This is an optimization exercise on Yosys and OpenROAD, whose aim is small area and a short achievable clock period, not a production implementation. RTL that was checked went through simulation tests only; none was proved equivalent to the original. Power figures rest on the tool's default switching activity, not on a simulated workload.

==> trial 5 <==
## matmul
module matmul(A,B,y,clk);
    input logic [31:0] A;
    input logic [31:0] B;
    output logic [31:0] y;
    input logic clk;
    logic [7:0] y00, y01, y10, y11;
    matmul_dot2 u00 (.a0(A[31:24]), .b0(B[31:24]), .a1(A[23:16]), .b1(B[15:8]), .y(y00));
    matmul_dot2 u01 (.a0(A[31:24]), .b0(B[23:16]), .a1(A[23:16]), .b1(B[7:0]),  .y(y01));
    matmul_dot2 u10 (.a0(A[15:8]),  .b0(B[31:24]), .a1(A[7:0]),   .b1(B[15:8]), .y(y10));
    matmul_dot2 u11 (.a0(A[15:8]),  .b0(B[23:16]), .a1(A[7:0]),   .b1(B[7:0]),  .y(y11));
    always_ff @(posedge clk)
        y <= {y00, y01, y10, y11};
endmodule
Settings: LEC_CHECK=0, CAP_MARGIN=20, CORE_MARGIN=2, CORE_UTILIZATION=40, CTS_BUF_LIST=sky130_fd_sc_hd__clkbuf_8, SLEW_MARGIN=20, SYNTH_HIERARCHICAL=1, SYNTH_MINIMUM_KEEP_SIZE=0; clock period 10.0 ns.
standard.sh (not shown) runs the stock make flow with config.mk's settings and CLKGATE_MAP_FILE= SYNTH_SCRIPT=/design/flow/synth_recipe.tcl, a recipe that flattens the netlist after the stock synthesis.
==> flow/flow/run.sh <==
#!/bin/bash
# The standard layout (standard.sh) with two changes:
# - buffer_ports gives every port a sky130_fd_sc_hd__buf_6 buffer instead of the delay-buffer
#   cell it picks by default;
# - after global placement, flow/size2.tcl sets each cell that is not near-critical to the smallest drive strength
#   of its family that keeps the worst setup slack, and
#   gives the output ports buf_1 buffers.
# Each tool's full output is in the ORFS logs under orfs/logs; make's output
# is in standard.log.
set -e
export BUFFER_PORTS_ARGS="-buffer_cell sky130_fd_sc_hd__buf_6"
export POST_GLOBAL_PLACE_TCL="$(pwd)/flow/size2.tcl"
bash standard.sh  finish > standard.log 2>&1
Other scripts of this flow, unchanged in this note and not shown: flow/flow/size2.tcl
==> trial 14 (differences from trial 5) <==
--- a/flow/design.v
+++ b/flow/design.v
@@ -38,48 +38,48 @@
   wire n4 = ~(a0[1] & b0[0]);
   wire n5 = ~(a1[0] & b1[1]);
   wire n6 = ~(a1[1] & b1[0]);
   wire n7, n8;
   matmul_fa un7 (.a(n3), .b(n4), .c(n5), .s(n7), .co(n8));
   wire n9 = ~(a0[0] & b0[2]);
   wire n10 = ~(a0[1] & b0[1]);
-  wire n11;
-  matmul_xnor un11 (.a(n9), .b(n10), .y(n11));
-  wire n12;
-  matmul_or un12 (.a(n9), .b(n10), .y(n12));
-  wire n13 = ~(a0[2] & b0[0]);
-  wire n14 = ~(a1[0] & b1[2]);
-  wire n15 = ~(a1[1] & b1[1]);
-  wire n16 = ~(a1[2] & b1[0]);
+  wire n11 = ~(a0[2] & b0[0]);
+  wire n12 = ~(a1[0] & b1[2]);
+  wire n13 = ~(a1[1] & b1[1]);
+  wire n14 = ~(a1[2] & b1[0]);
+  wire n15, n16;
+  matmul_fa un15 (.a(n9), .b(n10), .c(n11), .s(n15), .co(n16));
   wire n17, n18;
-  matmul_fa un17 (.a(n13), .b(n14), .c(n15), .s(n17), .co(n18));
+  matmul_fa un17 (.a(n12), .b(n13), .c(n14), .s(n17), .co(n18));
   wire n19, n20;
-  matmul_fa un19 (.a(n16), .b(n11), .c(n8), .s(n19), .co(n20));
+  matmul_fa un19 (.a(n8), .b(n15), .c(n17), .s(n19), .co(n20));
   wire n21 = ~(a0[0] & b0[3]);
   wire n22 = ~(a0[1] & b0[2]);
-  wire n23 = ~(a0[2] & b0[1]);
-  wire n24 = ~(a0[3] & b0[0]);
-  wire n25 = ~(a1[0] & b1[3]);
-  wire n26 = ~(a1[1] & b1[2]);
-  wire n27 = ~(a1[2] & b1[1]);
-  wire n28 = ~(a1[3] & b1[0]);
-  wire n29, n30;
-  matmul_fa un29 (.a(n21), .b(n22), .c(n23), .s(n29), .co(n30));
+  wire n23;
+  matmul_xnor un23 (.a(n21), .b(n22), .y(n23));
+  wire n24;
+  matmul_or un24 (.a(n21), .b(n22), .y(n24));
+  wire n25 = ~(a0[2] & b0[1]);
+  wire n26 = ~(a0[3] & b0[0]);
+  wire n27 = ~(a1[0] & b1[3]);
+  wire n28 = ~(a1[1] & b1[2]);
+  wire n29 = ~(a1[2] & b1[1]);
+  wire n30 = ~(a1[3] & b1[0]);
   wire n31, n32;
-  matmul_fa un31 (.a(n24), .b(n25), .c(n26), .s(n31), .co(n32));
+  matmul_fa un31 (.a(n25), .b(n26), .c(n27), .s(n31), .co(n32));
   wire n33, n34;
-  matmul_fa un33 (.a(n27), .b(n28), .c(n12), .s(n33), .co(n34));
+  matmul_fa un33 (.a(n28), .b(n29), .c(n30), .s(n33), .co(n34));
   wire n35, n36;
-  matmul_fa un35 (.a(n18), .b(n29), .c(n31), .s(n35), .co(n36));
+  matmul_fa un35 (.a(n23), .b(n16), .c(n18), .s(n35), .co(n36));
   wire n37;
-  matmul_xor un37 (.a(n33), .b(n20), .y(n37));
+  matmul_xor un37 (.a(n31), .b(n33), .y(n37));
   wire n38;
   matmul_xor un38 (.a(n37), .b(n35), .y(n38));
   wire n39;
-  matmul_maj un39 (.a(n33), .b(n20), .c(n35), .y(n39));
+  matmul_maj un39 (.a(n31), .b(n33), .c(n35), .y(n39));
   wire n40 = ~(a0[0] & b0[4]);
   wire n41 = ~(a0[1] & b0[3]);
   wire n42;
   matmul_xnor un42 (.a(n40), .b(n41), .y(n42));
   wire n43;
   matmul_or un43 (.a(n40), .b(n41), .y(n43));
   wire n44 = ~(a0[2] & b0[2]);
@@ -93,17 +93,17 @@
   wire n52, n53;
   matmul_fa un52 (.a(n44), .b(n45), .c(n46), .s(n52), .co(n53));
   wire n54, n55;
   matmul_fa un54 (.a(n47), .b(n48), .c(n49), .s(n54), .co(n55));
   wire n56, n57;
   matmul_fa un56 (.a(n50), .b(n51), .c(n42), .s(n56), .co(n57));
   wire n58, n59;
-  matmul_fa un58 (.a(n30), .b(n32), .c(n52), .s(n58), .co(n59));
+  matmul_fa un58 (.a(n24), .b(n32), .c(n34), .s(n58), .co(n59));
   wire n60, n61;
-  matmul_fa un60 (.a(n54), .b(n34), .c(n56), .s(n60), .co(n61));
+  matmul_fa un60 (.a(n52), .b(n54), .c(n56), .s(n60), .co(n61));
   wire n62;
   matmul_xor un62 (.a(n36), .b(n58), .y(n62));
   wire n63;
   matmul_xor un63 (.a(n62), .b(n60), .y(n63));
   wire n64;
   matmul_maj un64 (.a(n36), .b(n58), .c(n60), .y(n64));
   wire n65 = ~(a0[0] & b0[5]);
@@ -268,57 +268,60 @@
   matmul_xor un178 (.a(n1), .b(n2), .y(n178));
   wire n179;
   matmul_or un179 (.a(n1), .b(n2), .y(n179));
   wire n180, n181;
   matmul_fa un180 (.a(n6), .b(n7), .c(n179), .s(n180), .co(n181));
   wire n182 = ~n180;
   wire n183;
-  matmul_xor un183 (.a(n17), .b(n19), .y(n183));
+  matmul_xor un183 (.a(n19), .b(n181), .y(n183));
   wire n184;
-  matmul_xor un184 (.a(n183), .b(n181), .y(n184));
+  matmul_or un184 (.a(n19), .b(n181), .y(n184));
   wire n185;
-  matmul_maj un185 (.a(n17), .b(n19), .c(n181), .y(n185));
-  wire n186 = ~n184;
+  matmul_xor un185 (.a(n20), .b(n38), .y(n185));
+  wire n186;
+  matmul_and un186 (.a(n20), .b(n38), .y(n186));
   wire n187;
-  matmul_xor un187 (.a(n38), .b(n185), .y(n187));
+  matmul_or un187 (.a(n20), .b(n38), .y(n187));
   wire n188;
-  matmul_nor un188 (.a(n38), .b(n185), .y(n188));
+  matmul_xnor un188 (.a(n185), .b(n184), .y(n188));
   wire n189;
-  matmul_xor un189 (.a(n39), .b(n63), .y(n189));
+  matmul_oai un189 (.a1(n186), .a2(n184), .b1(n187), .y(n189));
   wire n190;
-  matmul_nand un190 (.a(n39), .b(n63), .y(n190));
+  matmul_xor un190 (.a(n39), .b(n63), .y(n190));
   wire n191;
-  matmul_nor un191 (.a(n39), .b(n63), .y(n191));
+  matmul_nand un191 (.a(n39), .b(n63), .y(n191));
   wire n192;
-  matmul_xor un192 (.a(n189), .b(n188), .y(n192));
+  matmul_nor un192 (.a(n39), .b(n63), .y(n192));
   wire n193;
-  matmul_aoi un193 (.a1(n190), .a2(n188), .b1(n191), .y(n193));
+  matmul_xor un193 (.a(n190), .b(n189), .y(n193));
   wire n194;
-  matmul_xor un194 (.a(n64), .b(n95), .y(n194));
+  matmul_aoi un194 (.a1(n191), .a2(n189), .b1(n192), .y(n194));
   wire n195;
-  matmul_and un195 (.a(n64), .b(n95), .y(n195));
+  matmul_xor un195 (.a(n95), .b(n64), .y(n195));
   wire n196;
-  matmul_or un196 (.a(n64), .b(n95), .y(n196));
+  matmul_and un196 (.a(n95), .b(n64), .y(n196));
   wire n197;
-  matmul_xnor un197 (.a(n194), .b(n193), .y(n197));
+  matmul_or un197 (.a(n95), .b(n64), .y(n197));
   wire n198;
-  matmul_oai un198 (.a1(n195), .a2(n193), .b1(n196), .y(n198));
+  matmul_xnor un198 (.a(n195), .b(n194), .y(n198));
   wire n199;
-  matmul_xor un199 (.a(n96), .b(n134), .y(n199));
+  matmul_oai un199 (.a1(n196), .a2(n194), .b1(n197), .y(n199));
   wire n200;
-  matmul_nand un200 (.a(n96), .b(n134), .y(n200));
+  matmul_xor un200 (.a(n96), .b(n134), .y(n200));
   wire n201;
-  matmul_nor un201 (.a(n96), .b(n134), .y(n201));
+  matmul_nand un201 (.a(n96), .b(n134), .y(n201));
   wire n202;
-  matmul_xor un202 (.a(n199), .b(n198), .y(n202));
+  matmul_nor un202 (.a(n96), .b(n134), .y(n202));
   wire n203;
-  matmul_aoi un203 (.a1(n200), .a2(n198), .b1(n201), .y(n203));
+  matmul_xor un203 (.a(n200), .b(n199), .y(n203));
   wire n204;
-  matmul_xor un204 (.a(n177), .b(n203), .y(n204));
-  assign y = {n204, n202, n197, n192, n187, n186, n182, n178};
+  matmul_aoi un204 (.a1(n201), .a2(n199), .b1(n202), .y(n204));
+  wire n205;
+  matmul_xor un205 (.a(n177), .b(n204), .y(n205));
+  assign y = {n205, n203, n198, n193, n188, n183, n182, n178};
 endmodule
 module matmul(A,B,y,clk);
     input logic [31:0] A;
     input logic [31:0] B;
     output logic [31:0] y;
     input logic clk;
     logic [7:0] y00, y01, y10, y11;
CORE_UTILIZATION = 60   (was 40)
CTS_BUF_LIST = default   (was sky130_fd_sc_hd__clkbuf_8)
PLACE_DENSITY = 0.75   (was default)
==> flow_metrics.py <==
metrics = {
    "outcome": {
        "status": "complete, no violations",
    },
    "synthesis": {
        "simple_gate_area_share_of_the_yosys_netlist_pct": 20.5,
        "synthTopCellsByCount": "296 x nand2_1, 196 x xor2_1, 104 x fa_1",
        "postSynthNetCount": 965,
    },
    "final_layout": {
        "drive_gt1_share_pct": 7.76,
        "area_share_nonclk_buffers_pct": 7.67,
        "share_of_cell_area_taken_by_flip_flops_and_latches_pct": 8.73,
    },
    "routing": {
        "route.met2.wl_um": 8220,
    },
    "power": {
        "seq_power_share_pct": 15.3,
    },
    "placement": {
        "detailed_place.area_um2": 7190,
    },
}
Source of the figures above: trial 14

==> flow_metrics.py <==
metrics = {
    "final_layout": {
        "drive_gt1_share_pct": 8.52,
        "share_of_cell_area_taken_by_flip_flops_and_latches_pct": 8.71,
        "area_share_nonclk_buffers_pct": 7.83,
        "sequential_cell_total": 32,
    },
    "placement": {
        "detailed_place.area_um2": 7280,
    },
    "outcome": {
        "status": "complete, no violations",
    },
    "synthesis": {
        "postSynthNetCount": 961,
        "simple_gate_area_share_of_the_yosys_netlist_pct": 19.6,
        "synthTopCellsByCount": "296 x nand2_1, 200 x xor2_1, 104 x fa_1",
        "synth_area_um2": 6780,
    },
    "power": {
        "seq_power_share_pct": 16.0,
    },
}
Source of the figures above: trial 5


* * *

==> 12-07 <==
matmul, a different RTL version from the one above (not shown whole).
clock: 10.0 ns
lec_check: 0
cap_margin: 20
core_margin: 2
core_utilization: 40
setup_slack_margin: 3.5
slew_margin: 20
synth_hierarchical: 1
synth_minimum_keep_size: 0
==> flow/flow/run.sh <==
#!/bin/bash
# The standard layout (standard.sh), except that buffer_ports uses
# sky130_fd_sc_hd__buf_1 for the port buffers instead of the delay-buffer cell it picks by default.
set -e
export BUFFER_PORTS_ARGS="-buffer_cell sky130_fd_sc_hd__buf_1"
bash standard.sh > standard.log 2>&1
==> 06-19: changes against 12-07 <==
CORE_UTILIZATION = 70   (was 40)
PLACE_DENSITY = 0.8   (was default)
==> 08-21: changes against 12-07 <==
SETUP_SLACK_MARGIN = 1.5   (was 3.5)
==> comparison <==
12-07 ran to the end with no violations. 06-19 finished clean. 08-21 produced a clean layout. Total power, lowest first: 08-21, 06-19, 12-07. Sequential cell count is the same in 06-19 and 08-21. First-iteration DRC count, highest first: 06-19, 12-07, 08-21. The highest fmax belongs to 12-07, the lowest to 08-21. Between 08-21 and 12-07, the lower wire length is in 08-21 (gap 0.59%, measured against 12-07). Against 12-07, the via count of 06-19 is larger by about 5.4%. Core utilization, lowest first: 08-21, 12-07, 06-19. Synthesized area is the same in 08-21 and 06-19.
==> figures <==
Slew margin rel.: 08-21 40.5%; 12-07 57.9%; 06-19 57.2%
Finished layout cell area: 08-21 6990 um2; 12-07 7090 um2; 06-19 6880 um2
Number of gates on the worst path with buffers counted: 08-21 15; 12-07 15; 06-19 16
Beginning of the critical path: 08-21 A[24]; 12-07 A[17]; 06-19 A[8]
Count of fill cells added during filler insertion: 08-21 1570; 12-07 1559; 06-19 592
Logic power comb: 08-21 1.00 mW; 12-07 1.01 mW; 06-19 1.06 mW
Clock transition at path regs: 08-21 50 ps; 12-07 60 ps; 06-19 90 ps
Total chip power: 08-21 1.38 mW; 12-07 1.39 mW; 06-19 1.38 mW
CTS root buffer: 08-21 sky130_fd_sc_hd__clkbuf_16; 12-07 sky130_fd_sc_hd__clkbuf_16; 06-19 sky130_fd_sc_hd__clkbuf_8
Per-cell via count in the routed design: 08-21 5.01; 12-07 5.01; 06-19 5.97
Starting utilization of the core area: 08-21 40.6%; 12-07 40.6%; 06-19 72.8%
Post-DP HPWL: 08-21 13000 um; 12-07 13000 um; 06-19 12100 um
Leakage power figure: 08-21 2.66 nW; 12-07 2.75 nW; 06-19 2.72 nW
Wire length per cell after detailed routing: 08-21 17.6 um; 12-07 17.6 um; 06-19 20.2 um
GR Util met3: 08-21 3.24%; 12-07 3.24%; 06-19 9.49%
Routed metal-1 wire length: 08-21 7110 um; 12-07 6990 um; 06-19 6010 um
Status: 08-21 timing/DRC/antenna clean; 12-07 timing/DRC/antenna clean; 06-19 timing/DRC/antenna clean
No functional check of the RTL was part of any run of this note.

* * *

==> try-ember <==
==> flow/design.v <==
module matmul_fa (input logic a, input logic b, input logic c, output logic s, output logic co);
  assign s = a ^ b ^ c;
  assign co = (a & b) | (a & c) | (b & c);
endmodule
module matmul_ha (input logic a, input logic b, output logic s, output logic co);
  assign s = a ^ b;
  assign co = a & b;
endmodule
module matmul_dot2 (input logic [7:0] a0, input logic [7:0] b0,
                    input logic [7:0] a1, input logic [7:0] b1,
                    output logic [7:0] y);
  wire n1 = ~(a0[0] & b0[0]);
  wire n2 = ~(a0[0] & b0[1]);
  wire n3 = ~(a0[0] & b0[2]);
  wire n4 = ~(a0[0] & b0[3]);
  wire n5 = ~(a0[0] & b0[4]);
  wire n6 = ~(a0[0] & b0[5]);
  wire n7 = ~(a0[0] & b0[6]);
  wire n8 = a0[0] & b0[7];
  wire n9 = ~(a0[1] & b0[0]);
  wire n10 = ~(a0[1] & b0[1]);
  wire n11 = ~(a0[1] & b0[2]);
  wire n12 = ~(a0[1] & b0[3]);
  wire n13 = ~(a0[1] & b0[4]);
  wire n14 = ~(a0[1] & b0[5]);
  wire n15 = a0[1] & b0[6];
  wire n16 = ~(a0[2] & b0[0]);
  wire n17 = ~(a0[2] & b0[1]);
  wire n18 = ~(a0[2] & b0[2]);
  wire n19 = ~(a0[2] & b0[3]);
  wire n20 = ~(a0[2] & b0[4]);
  wire n21 = a0[2] & b0[5];
  wire n22 = ~(a0[3] & b0[0]);
  wire n23 = ~(a0[3] & b0[1]);
  wire n24 = ~(a0[3] & b0[2]);
  wire n25 = ~(a0[3] & b0[3]);
  wire n26 = a0[3] & b0[4];
  wire n27 = ~(a0[4] & b0[0]);
  wire n28 = ~(a0[4] & b0[1]);
  wire n29 = ~(a0[4] & b0[2]);
  wire n30 = a0[4] & b0[3];
  wire n31 = ~(a0[5] & b0[0]);
  wire n32 = ~(a0[5] & b0[1]);
  wire n33 = a0[5] & b0[2];
  wire n34 = ~(a0[6] & b0[0]);
  wire n35 = a0[6] & b0[1];
  wire n36 = a0[7] & b0[0];
  wire n37 = ~(a1[0] & b1[0]);
  wire n38 = ~(a1[0] & b1[1]);
  wire n39 = ~(a1[0] & b1[2]);
  wire n40 = ~(a1[0] & b1[3]);
  wire n41 = ~(a1[0] & b1[4]);
  wire n42 = ~(a1[0] & b1[5]);
  wire n43 = ~(a1[0] & b1[6]);
  wire n44 = a1[0] & b1[7];
  wire n45 = ~(a1[1] & b1[0]);
  wire n46 = ~(a1[1] & b1[1]);
  wire n47 = ~(a1[1] & b1[2]);
  wire n48 = ~(a1[1] & b1[3]);
  wire n49 = ~(a1[1] & b1[4]);
  wire n50 = ~(a1[1] & b1[5]);
  wire n51 = a1[1] & b1[6];
  wire n52 = ~(a1[2] & b1[0]);
  wire n53 = ~(a1[2] & b1[1]);
  wire n54 = ~(a1[2] & b1[2]);
  wire n55 = ~(a1[2] & b1[3]);
  wire n56 = ~(a1[2] & b1[4]);
  wire n57 = a1[2] & b1[5];
  wire n58 = ~(a1[3] & b1[0]);
  wire n59 = ~(a1[3] & b1[1]);
  wire n60 = ~(a1[3] & b1[2]);
  wire n61 = ~(a1[3] & b1[3]);
  wire n62 = a1[3] & b1[4];
  wire n63 = ~(a1[4] & b1[0]);
  wire n64 = ~(a1[4] & b1[1]);
  wire n65 = ~(a1[4] & b1[2]);
  wire n66 = a1[4] & b1[3];
  wire n67 = ~(a1[5] & b1[0]);
  wire n68 = ~(a1[5] & b1[1]);
  wire n69 = a1[5] & b1[2];
  wire n70 = ~(a1[6] & b1[0]);
  wire n71 = a1[6] & b1[1];
  wire n72 = a1[7] & b1[0];
  wire n73 = n1 ^ n37;
  wire n74 = n1 | n37;
  wire n75, n76;
  matmul_fa fn75 (.a(n2), .b(n9), .c(n38), .s(n75), .co(n76));
  wire n77, n78;
  matmul_fa fn77 (.a(n45), .b(n74), .c(n75), .s(n77), .co(n78));
  wire n79, n80;
  matmul_fa fn79 (.a(n3), .b(n10), .c(n16), .s(n79), .co(n80));
  wire n81, n82;
  matmul_fa fn81 (.a(n39), .b(n46), .c(n52), .s(n81), .co(n82));
  wire n83, n84;
  matmul_fa fn83 (.a(n76), .b(n79), .c(n81), .s(n83), .co(n84));
  wire n85 = n78 ^ n83;
  wire n86 = n78 | n83;
  wire n87, n88;
  matmul_fa fn87 (.a(n4), .b(n11), .c(n17), .s(n87), .co(n88));
  wire n89, n90;
  matmul_fa fn89 (.a(n22), .b(n40), .c(n47), .s(n89), .co(n90));
  wire n91, n92;
  matmul_fa fn91 (.a(n53), .b(n58), .c(n80), .s(n91), .co(n92));
  wire n93, n94;
  matmul_fa fn93 (.a(n82), .b(n87), .c(n89), .s(n93), .co(n94));
  wire n95, n96;
  matmul_fa fn95 (.a(n84), .b(n91), .c(n93), .s(n95), .co(n96));
  wire n97 = n86 ^ n95;
  wire n98 = n86 | n95;
  wire n99, n100;
  matmul_fa fn99 (.a(n5), .b(n12), .c(n18), .s(n99), .co(n100));
  wire n101, n102;
  matmul_fa fn101 (.a(n23), .b(n27), .c(n41), .s(n101), .co(n102));
  wire n103, n104;
  matmul_fa fn103 (.a(n48), .b(n54), .c(n59), .s(n103), .co(n104));
  wire n105, n106;
  matmul_fa fn105 (.a(n63), .b(n88), .c(n90), .s(n105), .co(n106));
  wire n107, n108;
  matmul_fa fn107 (.a(n99), .b(n101), .c(n103), .s(n107), .co(n108));
  wire n109, n110;
  matmul_fa fn109 (.a(n92), .b(n94), .c(n105), .s(n109), .co(n110));
  wire n111, n112;
  matmul_fa fn111 (.a(n107), .b(n96), .c(n109), .s(n111), .co(n112));
  wire n113 = n98 ^ n111;
  wire n114 = n98 | n111;
  wire n115, n116;
  matmul_fa fn115 (.a(n6), .b(n13), .c(n19), .s(n115), .co(n116));
  wire n117, n118;
  matmul_fa fn117 (.a(n24), .b(n28), .c(n31), .s(n117), .co(n118));
  wire n119, n120;
  matmul_fa fn119 (.a(n42), .b(n49), .c(n55), .s(n119), .co(n120));
  wire n121, n122;
  matmul_fa fn121 (.a(n60), .b(n64), .c(n67), .s(n121), .co(n122));
  wire n123, n124;
  matmul_fa fn123 (.a(n100), .b(n102), .c(n104), .s(n123), .co(n124));
  wire n125, n126;
  matmul_fa fn125 (.a(n115), .b(n117), .c(n119), .s(n125), .co(n126));
  wire n127, n128;
  matmul_fa fn127 (.a(n121), .b(n106), .c(n108), .s(n127), .co(n128));
  wire n129, n130;
  matmul_fa fn129 (.a(n123), .b(n125), .c(n110), .s(n129), .co(n130));
  wire n131, n132;
  matmul_fa fn131 (.a(n127), .b(n112), .c(n129), .s(n131), .co(n132));
  wire n133 = n114 ^ n131;
  wire n134 = n114 | n131;
  wire n135, n136;
  matmul_fa fn135 (.a(n7), .b(n14), .c(n20), .s(n135), .co(n136));
  wire n137, n138;
  matmul_fa fn137 (.a(n25), .b(n29), .c(n32), .s(n137), .co(n138));
  wire n139, n140;
  matmul_fa fn139 (.a(n34), .b(n43), .c(n50), .s(n139), .co(n140));
  wire n141, n142;
  matmul_fa fn141 (.a(n56), .b(n61), .c(n65), .s(n141), .co(n142));
  wire n143, n144;
  matmul_fa fn143 (.a(n68), .b(n70), .c(n116), .s(n143), .co(n144));
  wire n145, n146;
  matmul_fa fn145 (.a(n118), .b(n120), .c(n122), .s(n145), .co(n146));
  wire n147, n148;
  matmul_fa fn147 (.a(n135), .b(n137), .c(n139), .s(n147), .co(n148));
  wire n149, n150;
  matmul_fa fn149 (.a(n141), .b(n124), .c(n126), .s(n149), .co(n150));
  wire n151, n152;
  matmul_fa fn151 (.a(n143), .b(n145), .c(n147), .s(n151), .co(n152));
  wire n153, n154;
  matmul_fa fn153 (.a(n128), .b(n149), .c(n151), .s(n153), .co(n154));
  wire n155, n156;
  matmul_fa fn155 (.a(n130), .b(n153), .c(n132), .s(n155), .co(n156));
  wire n157 = n134 ^ n155;
  wire n158 = n134 | n155;
  wire n159 = n8 ^ n15;
  wire n160 = n21 ^ n26;
  wire n161 = n30 ^ n33;
  wire n162 = n35 ^ n36;
  wire n163 = n44 ^ n51;
  wire n164 = n57 ^ n62;
  wire n165 = n66 ^ n69;
  wire n166 = n71 ^ n72;
  wire n167 = n159 ^ n160;
  wire n168 = n161 ^ n162;
  wire n169 = n163 ^ n164;
  wire n170 = n165 ^ n166;
  wire n171 = n136 ^ n138;
  wire n172 = n140 ^ n142;
  wire n173 = n167 ^ n168;
  wire n174 = n169 ^ n170;
  wire n175 = n171 ^ n172;
  wire n176 = n173 ^ n174;
  wire n177 = n144 ^ n146;
  wire n178 = n148 ^ n175;
  wire n179 = n176 ^ n177;
  wire n180 = n178 ^ n150;
  wire n181 = n179 ^ n152;
  wire n182 = n180 ^ n181;
  wire n183 = n154 ^ n182;
  wire n184 = n183 ^ n156;
  wire n185 = n184 ^ n158;
  assign y = {n185, n157, n133, n113, n97, n85, ~n77, n73};
endmodule
module matmul(A,B,y,clk);
    input logic [31:0] A;
    input logic [31:0] B;
    output logic [31:0] y;
    input logic clk;
    logic [7:0] y00, y01, y10, y11;
    matmul_dot2 u00 (.a0(A[31:24]), .b0(B[31:24]), .a1(A[23:16]), .b1(B[15:8]), .y(y00));
    matmul_dot2 u01 (.a0(A[31:24]), .b0(B[23:16]), .a1(A[23:16]), .b1(B[7:0]),  .y(y01));
    matmul_dot2 u10 (.a0(A[15:8]),  .b0(B[31:24]), .a1(A[7:0]),   .b1(B[15:8]), .y(y10));
    matmul_dot2 u11 (.a0(A[15:8]),  .b0(B[23:16]), .a1(A[7:0]),   .b1(B[7:0]),  .y(y11));
    always_ff @(posedge clk)
        y <= {y00, y01, y10, y11};
endmodule
==> flow/flow/run.sh <==
#!/bin/bash
set -e
cp standard.sh standard.sh.txt 2>/dev/null || true
export BUFFER_PORTS_ARGS="-buffer_cell sky130_fd_sc_hd__buf_1"
bash standard.sh > standard.log 2>&1
==> flow/standard.sh <==
#!/bin/bash
# synth_recipe.tcl (not shown) runs the flow's synth.tcl, then flattens the netlist and writes it again
# the make line also repeats each setting of config.mk as NAME=value (left out here)
make -C /OpenROAD-flow-scripts/flow DESIGN_CONFIG=/design/flow/config.mk WORK_HOME=/design/flow/orfs CLKGATE_MAP_FILE= SYNTH_SCRIPT=/design/flow/synth_recipe.tcl "${@:-finish}"
==> flow/config.mk <==
export PLATFORM = sky130hd
export DESIGN_NAME = matmul
export DESIGN_NICKNAME = matmul
export VERILOG_FILES = /design/flow/design.v
export SDC_FILE = /design/flow/constraint.sdc
export NUM_CORES = 4
export LEC_CHECK = 0
export CAP_MARGIN = 20
export CORE_MARGIN = 2
export CORE_UTILIZATION = 40
export SLEW_MARGIN = 20
export SYNTH_HIERARCHICAL = 1
export SYNTH_MINIMUM_KEEP_SIZE = 0
==> flow/constraint.sdc <==
create_clock -name core_clock -period 10.0 [get_ports {clk}]
set_input_delay 2.0000 -clock core_clock [delete_from_list [all_inputs] [get_ports {clk}]]
set_output_delay 2.0000 -clock core_clock [all_outputs]
set_load 0.01 [all_outputs]
==> inputs of try-tundra, as changes to try-ember <==
==> flow/flow/run.sh (replaced) <==
#!/bin/bash
# The standard layout (standard.sh), except that buffer_ports uses
# sky130_fd_sc_hd__buf_1 for the port buffers instead of the delay-buffer cell it picks by default.
set -e
export BUFFER_PORTS_ARGS="-buffer_cell sky130_fd_sc_hd__buf_1"
bash standard.sh > standard.log 2>&1
--- a/flow/config.mk
+++ b/flow/config.mk
@@ -10,2 +10,3 @@
 export CORE_UTILIZATION = 40
+export SETUP_SLACK_MARGIN = 5
 export SLEW_MARGIN = 20
==> comparison <==
In synthesized area, try-tundra and try-ember do not differ. In flip-flop and latch count, try-ember and try-tundra do not differ. Between try-ember and try-tundra, the lower total power is in try-ember (gap 2.7%, measured against try-tundra). Of try-tundra and try-ember, try-tundra has the higher wire length (gap about 7%, measured against try-ember). Via count: try-ember is lower than try-tundra (1.2%). Clock power is about the same in try-tundra and try-ember. In non-clock buffer count, try-tundra and try-ember do not differ. Synthesized cell count is the same in try-ember and try-tundra. Final area: try-tundra is higher than try-ember (about 10%). Clock-buffer cell count: try-tundra is higher than try-ember (1). Against try-ember, the worst hold slack of try-tundra is worse by 0.17 ns.
==> figures <==
Status: try-tundra timing/DRC/antenna clean; try-ember timing/DRC/antenna clean
Worst IR Drop VDD: try-tundra 71.8 uV; try-ember 96.4 uV
End of the critical path: try-tundra y[7]; try-ember y[31]
DP Worst Slack: try-tundra 3.18 ns; try-ember 3.01 ns
Highest clock frequency the design can meet: try-tundra 0.173 GHz; try-ember 0.149 GHz
Proportion of final cell area spent on non-clock buffers: try-tundra 10.5%; try-ember 5.80%
Levels on crit path: try-tundra 16; try-ember 15
Power dissipated in combinational cells: try-tundra 0.00104 W; try-ember 0.00100 W
Routed wire per std cell: try-tundra 18.8 um; try-ember 17.6 um
Sequential cell fraction of total power: try-tundra 15.1%; try-ember 15.4%
Delay of the slowest cell on the worst path: try-tundra 0.54 ns; try-ember 0.61 ns
Proportion of cell area spent on the clock network: try-tundra 1.91%; try-ember 2.18%
Cell depth of the worst min-delay path: try-tundra 3; try-ember 4
Fin cells: try-tundra 954; try-ember 953
Final standard cell area without fillers: try-tundra 0.00767 mm^2; try-ember 0.00699 mm^2
Critical path fanouts, max: try-tundra 7; try-ember 16
First-pass GRT wire length: try-tundra 28600 um; try-ember 26500 um
RePlAce Congestion: try-tundra 0.836; try-ember 0.834
Worst-path clk slew: try-tundra 0.06 ns; try-ember 0.05 ns
Number of fillers in the final layout: try-tundra 1490; try-ember 1570
Worst hold-check slack: try-tundra 2.13 ns; try-ember 2.31 ns
Min cycle time layout: try-tundra 5.79 ns; try-ember 6.71 ns
Met2 routed WL: try-tundra 8930 um; try-ember 8170 um
Function was not checked in any run of this note: the RTL went through the layout flow alone.

## re-timing with driven ports
The results above use ideal ports. As a check the final layouts listed here were re-extracted and re-timed, cells and wires unchanged.
Step 1, drivers: a clkbuf_16 drives clk and a buf_2 each remaining input, both assumed.
Step 2 adds t to the input delays and takes it off the output delays; t is the mean of the earliest and latest rising clock arrival at the registers after step 1. Input paths then give back, and output paths get back, about the clock's delay inside the block.
Three values: ideal ports, drivers, drivers and shift; two values: the first two.
run | t, ns | setup WS [ns] | worst register clock-pin slew, ns | pins driven straight from the clock port
trial 5 | 0.322 | 5.694 / 5.673 / 5.351 | 0.07 / 0.07 | 1
trial 14 | 0.312 | 5.618 / 5.615 / 5.302 | 0.06 / 0.06 | 1
12-07 | 0.331 | 3.729 / 3.746 / 3.415 | 0.06 / 0.06 | 1
06-19 | 0.318 | 3.627 / 3.635 / 3.317 | 0.09 / 0.09 | 1
08-21 | 0.332 | 3.286 / 3.292 / 2.960 | 0.06 / 0.06 | 1
try-ember | 0.332 | 3.286 / 3.292 / 2.960 | 0.06 / 0.06 | 1
try-tundra | 0.330 | 4.213 / 4.214 / 3.884 | 0.06 / 0.06 | 1
After both steps setup and hold are still met in every run listed. For trial 5, which loses most, drivers alone change the setup slack by -0.021 ns; drivers and shift together by -0.343 ns.
